From an optimization exercise on the open Yosys and OpenROAD flow, aimed at small area, a short achievable clock period and few clock cycles per item; shortcuts taken in it are not production practice.
RTL that was checked went through simulation tests only; none was proved equivalent to the original.
The flow treats the clock pin as an ideal source. Dropping or thinning the clock tree relies on that and would not hold on a real chip.
Power is estimated from default activity; no workload was simulated.

==> pepper <==
## fp_add
module fp_add (
    input  [63:0] in_A,
    input  [63:0] in_B,
    input         clk,
    input         rst_n,
    input         in_valid,
    output [63:0] result,
    output        out_valid
);
integer k;
reg [6:0] v;
always @(posedge clk or negedge rst_n) begin
    if (!rst_n) v <= 7'd0;
    else        v <= {v[5:0], in_valid};
end
assign out_valid = v[6];
wire hA_i = |in_A[62:52], hB_i = |in_B[62:52];
reg [63:0] a0, b0;
reg        hA, hB;
always @(posedge clk) begin
    a0 <= {in_A[63:53], in_A[52] | ~hA_i, in_A[51:0]};
    b0 <= {in_B[63:53], in_B[52] | ~hB_i, in_B[51:0]};
    hA <= hA_i;
    hB <= hB_i;
end
wire        sA = a0[63], sB = b0[63];
wire [10:0] eA = a0[62:52], eB = b0[62:52];
wire [51:0] mA = a0[51:0],  mB = b0[51:0];
wire [52:0] fA = {hA, mA};
wire [52:0] fB = {hB, mB};
wire        infA = &eA, infB = &eB;
wire        nanA = infA & (|mA), nanB = infB & (|mB);
wire [11:0] dAB  = {1'b0, eA} - {1'b0, eB};
wire [11:0] dBA  = {1'b0, eB} - {1'b0, eA};
wire        a_ge = ~dAB[11];                        
wire [6:0]  s7   = a_ge ? dAB[6:0] : dBA[6:0];    
wire        o64  = a_ge ? (|dAB[10:6]) : (|dBA[10:6]);
wire        o128 = a_ge ? (|dAB[10:7]) : (|dBA[10:7]);
wire        sub  = sA ^ sB;
reg  [52:0] fBig1, fSm1;
reg  [6:0]  sc1;
reg         o64_1, o128_1;
reg  [10:0] E1;
reg         sgn1, sub1, inf1, nan1;
always @(posedge clk) begin
    fBig1 <= a_ge ? fA : fB;
    fSm1  <= a_ge ? fB : fA;
    sc1   <= s7;
    o64_1 <= o64;
    o128_1 <= o128;
    E1    <= a_ge ? eA : eB;
    sgn1  <= a_ge ? sA : sB;
    sub1  <= sub;
    inf1  <= infA | infB;
    nan1  <= nanA | nanB | (infA & infB & (sA ^ sB));
end
wire [54:0] w0 = o64_1 ? {55{sub1}} : ({fSm1, 2'b00} ^ {55{sub1}});
wire [54:0] w1 = sc1[5] ? {{32{sub1}}, w0[54:32]} : w0;
wire [54:0] w2 = sc1[4] ? {{16{sub1}}, w1[54:16]} : w1;
wire [54:0] w3 = sc1[3] ? {{8{sub1}},  w2[54:8]}  : w2;
wire [54:0] w4 = sc1[2] ? {{4{sub1}},  w3[54:4]}  : w3;
wire [54:0] w5 = sc1[1] ? {{2{sub1}},  w4[54:2]}  : w4;
wire [54:0] w6 = sc1[0] ? {sub1,       w5[54:1]}  : w5;
reg  [52:0] band;
always @(*) begin
    for (k = 0; k < 53; k = k + 1)
  ...
==> flow/config.mk <==
export PLATFORM = sky130hd
export DESIGN_NAME = fp_add
export DESIGN_NICKNAME = fp_add
export VERILOG_FILES = /design/flow/design.v
export SDC_FILE = /design/flow/constraint.sdc
export NUM_CORES = 8
export LEC_CHECK = 0
export CAP_MARGIN = 20
export CORE_MARGIN = 2
export CORE_UTILIZATION = 60
export SLEW_MARGIN = 20
==> flow/constraint.sdc <==
create_clock -name core_clock -period 10.0 [get_ports {clk}]
set_input_delay 2.0000 -clock core_clock [delete_from_list [all_inputs] [get_ports {clk}]]
set_output_delay 2.0000 -clock core_clock [all_outputs]
set_load 0.01 [all_outputs]
standard.sh (not shown) runs the stock make flow with config.mk's settings and CLKGATE_MAP_FILE= SYNTH_SCRIPT=/design/flow/synth_recipe.tcl, a recipe that flattens the netlist after the stock synthesis.
==> flow/flow/run.sh <==
#!/bin/bash
set -euo pipefail
TREE=$PWD/flow/cts_tree.tcl
PORTS="BUFFER_PORTS_ARGS=-inputs -outputs -buffer_cell sky130_fd_sc_hd__buf_1"
bash standard.sh synth > synth.log 2>&1
bash standard.sh SETUP_SLACK_MARGIN=7 floorplan > floorplan.log 2>&1
bash standard.sh SETUP_SLACK_MARGIN=7 "$PORTS" place > place.log 2>&1
bash standard.sh SETUP_SLACK_MARGIN=7 PRE_CTS_TCL=$TREE cts > cts.log 2>&1
for step in grt route finish; do
  bash standard.sh SETUP_SLACK_MARGIN=7 $step > $step.log 2>&1
done
Other scripts of this flow, unchanged in this note and not shown: flow/flow/cts_tree.tcl
==> inputs of amber, as changes to pepper <==
--- a/flow/design.v
+++ b/flow/design.v
@@ -40,25 +40,25 @@
 reg  [52:0] fBig1, fSm1;
 reg  [6:0]  sc1;
 reg         o64_1, o128_1;
 reg  [10:0] E1;
 reg         sgn1, sub1, inf1, nan1;
 always @(posedge clk) begin
     fBig1 <= a_ge ? fA : fB;
-    fSm1  <= a_ge ? fB : fA;
+    fSm1  <= a_ge ? (fB ^ {53{sub}}) : (fA ^ {53{sub}});
     sc1   <= s7;
     o64_1 <= o64;
     o128_1 <= o128;
     E1    <= a_ge ? eA : eB;
     sgn1  <= a_ge ? sA : sB;
     sub1  <= sub;
     inf1  <= infA | infB;
     nan1  <= nanA | nanB | (infA & infB & (sA ^ sB));
 end
-wire [54:0] w0 = o64_1 ? {55{sub1}} : ({fSm1, 2'b00} ^ {55{sub1}});
+wire [54:0] w0 = o64_1 ? {55{sub1}} : {fSm1, {2{sub1}}};
 wire [54:0] w1 = sc1[5] ? {{32{sub1}}, w0[54:32]} : w0;
 wire [54:0] w2 = sc1[4] ? {{16{sub1}}, w1[54:16]} : w1;
 wire [54:0] w3 = sc1[3] ? {{8{sub1}},  w2[54:8]}  : w2;
 wire [54:0] w4 = sc1[2] ? {{4{sub1}},  w3[54:4]}  : w3;
 wire [54:0] w5 = sc1[1] ? {{2{sub1}},  w4[54:2]}  : w4;
 wire [54:0] w6 = sc1[0] ? {sub1,       w5[54:1]}  : w5;
 reg  [52:0] band;
@@ -70,15 +70,15 @@
 reg  [54:0] Y2;
 reg         st2;
 reg  [10:0] E2;
 reg         sgn2, sub2, inf2, nan2;
 always @(posedge clk) begin
     X2   <= fBig1;
     Y2   <= w6;
-    st2  <= ~o128_1 & (|(fSm1 & band));
+    st2  <= ~o128_1 & (|((fSm1 ^ {53{sub1}}) & band));
     E2   <= E1;
     sgn2 <= sgn1;
     sub2 <= sub1;
     inf2 <= inf1;
     nan2 <= nan1;
 end
 wire [55:0] opX = {X2, 3'b000};
==> run summary <==
Placement-stage worst setup slack: amber 5860 ps; pepper 6000 ps
Global-route track usage on met3: amber 4.03%; pepper 3.05%
Initial antenna violation count: amber 3; pepper 6
Capture point of the worst path: amber f4[47]; pepper F3[56]
PwrDens: amber 308 nW/um^2; pepper 308 nW/um^2
Synth-to-layout area growth: amber 10.6%; pepper 10.9%
Antenna Cells: amber 2; pepper 1
Routability congestion estimate: amber 1.06; pepper 1.06
Part of the power in combinational logic: amber 46.8%; pepper 47.9%
Data required time at the worst endpoint: amber 10,340 ps; pepper 10,250 ps
Slew at the pin closest to its max-slew limit: amber 972 ps; pepper 1100 ps
Endpoint arrival time on the critical path: amber 3370 ps; pepper 3270 ps
Run status: amber finished clean; pepper finished clean
Global Route Usage Sum: amber 35.5%; pepper 34.5%
Testbench counts of amber, summed over its fixed seeds: cycles 80,056, items 80,000.
Only the layout flow was run in pepper; the RTL was not checked for function there. In every run of this note, the design's own scripts or RTL, not TritonCTS, make the clock network.

[separate check: timing with driven ports]
The results above use ideal ports. As a check the final layouts listed here were re-extracted and re-timed, cells and wires unchanged.
Step 1 (the two cells are an assumption about what drives the block):
set clk [get_ports {clk}]
set_driving_cell -lib_cell sky130_fd_sc_hd__clkbuf_16 $clk
set_driving_cell -lib_cell sky130_fd_sc_hd__buf_2 [delete_from_list [all_inputs] $clk]
Step 2 times the ports against the registers' clock, not the clock port: input delays grow and output delays shrink by t, the midpoint of the rising clock arrivals with the driver on.
a / b / c = ideal ports / drivers / drivers and shift; a / b = the first two.
run	t (ns)	setup slack, ns	worst setup path after step 2	clock arrival spread, ns
pepper	0.544	6.975 / 6.865 / 6.975	register to register	0.211 / 0.211
amber	0.513	6.967 / 6.910 / 6.967	register to register	0.130 / 0.130
After both steps every run listed still meets setup and hold.
